Source: an optimization exercise on an open RTL-to-GDS flow (aim: small area and a short achievable clock period). Production flows keep margins and buffers that such runs may drop.
Only simulation tests tie the RTL to the original design; equivalence was not proved.
Power figures rest on the tool's default switching activity, not on a simulated workload.

## pipeline_sum
module pipeline_sum (
    input clk,
    input [15:0] a, b,
    output [31:0] r
);
  wire [0:0] s0_r15_t = a[15:15];
  wire s0_r15_hz = ~(|b[15:1]);
  wire [1:0] s0_r15_bo;
  assign s0_r15_bo[0] = 1'b0;
  assign s0_r15_bo[1] = (s0_r15_t[0] ^ b[0]) ? b[0] : s0_r15_bo[0];
  wire s0_r15_q = s0_r15_hz & ~s0_r15_bo[1];
  wire [0:0] s0_r15_d;
  assign s0_r15_d[0] = s0_r15_t[0] ^ (s0_r15_q & (b[0] ^ s0_r15_bo[0]));
  wire [15:0] s0_r15_ra = {s0_r15_d, a[14:0]};
  wire [1:0] s0_r14_t = s0_r15_ra[15:14];
  wire s0_r14_hz = ~(|b[15:2]);
  wire [2:0] s0_r14_bo;
  assign s0_r14_bo[0] = 1'b0;
  assign s0_r14_bo[1] = (s0_r14_t[0] ^ b[0]) ? b[0] : s0_r14_bo[0];
  assign s0_r14_bo[2] = (s0_r14_t[1] ^ b[1]) ? b[1] : s0_r14_bo[1];
  wire s0_r14_q = s0_r14_hz & ~s0_r14_bo[2];
  wire [1:0] s0_r14_d;
  assign s0_r14_d[0] = s0_r14_t[0] ^ (s0_r14_q & (b[0] ^ s0_r14_bo[0]));
  assign s0_r14_d[1] = s0_r14_t[1] ^ (s0_r14_q & (b[1] ^ s0_r14_bo[1]));
  wire [15:0] s0_r14_ra = {s0_r14_d, s0_r15_ra[13:0]};
  wire [2:0] s0_r13_t = s0_r14_ra[15:13];
  wire s0_r13_hz = ~(|b[15:3]);
  wire [3:0] s0_r13_bo;
  assign s0_r13_bo[0] = 1'b0;
  assign s0_r13_bo[1] = (s0_r13_t[0] ^ b[0]) ? b[0] : s0_r13_bo[0];
  assign s0_r13_bo[2] = (s0_r13_t[1] ^ b[1]) ? b[1] : s0_r13_bo[1];
  assign s0_r13_bo[3] = (s0_r13_t[2] ^ b[2]) ? b[2] : s0_r13_bo[2];
  wire s0_r13_q = s0_r13_hz & ~s0_r13_bo[3];
  ...
Size in the first run: ~65 I/O pins, ~11000 um^2 of cells after synthesis.
Settings: LEC_CHECK=0, ABC_AREA=1, CAP_MARGIN=20, CORE_MARGIN=2, CORE_UTILIZATION=55, SLEW_MARGIN=20; clock period 36.0 ns.
standard.sh (not shown) runs the stock make flow with config.mk's settings and CLKGATE_MAP_FILE= SYNTH_SCRIPT=/design/flow/synth_recipe.tcl, a recipe that flattens the netlist after the stock synthesis.
==> flow/flow/run.sh <==
#!/bin/bash
set -euo pipefail
MARGIN=25.5
PLAT="$FLOW_HOME/platforms/sky130hd/config.mk"
BASE=$(sed -n '/^export DONT_USE_CELLS += /,/^#/p' "$PLAT" | grep -o 'sky130_fd_sc_hd__[a-z0-9_]*' | tr '\n' ' ')
EXTRA=""
for c in xor3_1 xor3_2 xor3_4 xnor3_1 xnor3_2 xnor3_4 maj3_1 maj3_2 maj3_4 fa_1 fa_2 fa_4 fah_1 fahcin_1 fahcon_1 ha_1 ha_2 ha_4; do
  EXTRA="$EXTRA sky130_fd_sc_hd__$c"
done
bash standard.sh SETUP_SLACK_MARGIN=$MARGIN SETUP_MOVE_SEQUENCE=sizeup,swap SKIP_GATE_CLONING=1 \
  "BUFFER_PORTS_ARGS=-buffer_cell sky130_fd_sc_hd__buf_1" \
  "DONT_USE_CELLS=$BASE$EXTRA" finish > make_finish.log 2>&1
The first run ran to the end with no violations.
Edit:
--- a/flow/flow/run.sh
+++ b/flow/flow/run.sh
@@ -5,5 +5,5 @@
 BASE=$(sed -n '/^export DONT_USE_CELLS += /,/^#/p' "$PLAT" | grep -o 'sky130_fd_sc_hd__[a-z0-9_]*' | tr '\n' ' ')
 EXTRA=""
-for c in xor3_1 xor3_2 xor3_4 xnor3_1 xnor3_2 xnor3_4 maj3_1 maj3_2 maj3_4 fa_1 fa_2 fa_4 fah_1 fahcin_1 fahcon_1 ha_1 ha_2 ha_4; do
+for c in  maj3_1 maj3_2 maj3_4 fa_1 fa_2 fa_4 fah_1 fahcin_1 fahcon_1 ha_1 ha_2 ha_4; do
   EXTRA="$EXTRA sky130_fd_sc_hd__$c"
 done
Settings changed: CTS_BUF_LIST from default to sky130_fd_sc_hd__clkbuf_8 sky130_fd_sc_hd__clkbuf_16.
Result:
- The new run finished with timing, DRC and antenna clean
- utilization went up by 0.24 points
- global-route usage shrinks by 0.14 points
- count of clock-buffer cells in the layout stays the same
- synthesized area hardly moves
- cell count went down by 0.61%
- hold slack hardly moves
- sequential power stays flat
- final area came out higher by about 0.4%
- first-iteration DRC count went up by 23%
- sequential share of layout area came out lower by 0.19 points
- wire length falls by about 1%
Edit:
--- a/flow/flow/run.sh
+++ b/flow/flow/run.sh
@@ -5,5 +5,5 @@
 BASE=$(sed -n '/^export DONT_USE_CELLS += /,/^#/p' "$PLAT" | grep -o 'sky130_fd_sc_hd__[a-z0-9_]*' | tr '\n' ' ')
 EXTRA=""
-for c in  maj3_1 maj3_2 maj3_4 fa_1 fa_2 fa_4 fah_1 fahcin_1 fahcon_1 ha_1 ha_2 ha_4; do
+for c in maj3_1 maj3_2 maj3_4 fa_1 fa_2 fa_4 fah_1 fahcin_1 fahcon_1 ha_1 ha_2 ha_4; do
   EXTRA="$EXTRA sky130_fd_sc_hd__$c"
 done
Settings changed: CTS_BUF_LIST sky130_fd_sc_hd__clkbuf_8 sky130_fd_sc_hd__clkbuf_16 to default.
What happened:
- non-clock buffer count stays the same
- die area stays the same
- core utilization stays the same
Edit:
--- a/flow/flow/run.sh
+++ b/flow/flow/run.sh
@@ -5,5 +5,5 @@
 BASE=$(sed -n '/^export DONT_USE_CELLS += /,/^#/p' "$PLAT" | grep -o 'sky130_fd_sc_hd__[a-z0-9_]*' | tr '\n' ' ')
 EXTRA=""
-for c in maj3_1 maj3_2 maj3_4 fa_1 fa_2 fa_4 fah_1 fahcin_1 fahcon_1 ha_1 ha_2 ha_4; do
+for c in xor3_1 xor3_2 xor3_4 xnor3_1 xnor3_2 xnor3_4 maj3_1 maj3_2 maj3_4 fa_1 fa_2 fa_4 fah_1 fahcin_1 fahcon_1 ha_1 ha_2 ha_4; do
   EXTRA="$EXTRA sky130_fd_sc_hd__$c"
 done
Settings changed: CORE_UTILIZATION 55 to 60.
Effect: Final area is lower by 0.88%; final cell count is lower by 1.2%; synthesized cell count is higher by 0.66%; total power is higher by 0.65%; wire length is higher by 1.3%; setup slack got worse by 18 ps.

static timing again, ports no longer ideal:
Ports are ideal in the flow. The routed layouts listed here were re-timed in OpenROAD.
Step 1 assumes that a clkbuf_16 drives the clock port and a buf_2 every other input.
Step 2 moves the port delays by t, midway between the first and last clock arrival at a register: inputs arrive t later, outputs are due t later. That takes back most of the time a late clock gives input paths.
Slacks: no drivers / after step 1 / after step 2; pairs: no drivers / after step 1.
run	shift t [ns]	setup slack, ns	worst hold slack (ns)
the first run	0.406	26.535 / 26.564 / 26.158	0.333 / 0.333 / 0.333
the second run	0.401	26.584 / 26.609 / 26.208	0.332 / 0.332 / 0.332
the third run	0.401	26.584 / 26.609 / 26.208	0.332 / 0.332 / 0.332
the fourth run	0.413	26.566 / 26.569 / 26.183	0.332 / 0.332 / 0.332
After both steps every run listed still meets setup and hold. The setup slack of the fourth run, which loses most, moves by +0.003 ns with the drivers and by -0.383 ns with both steps.
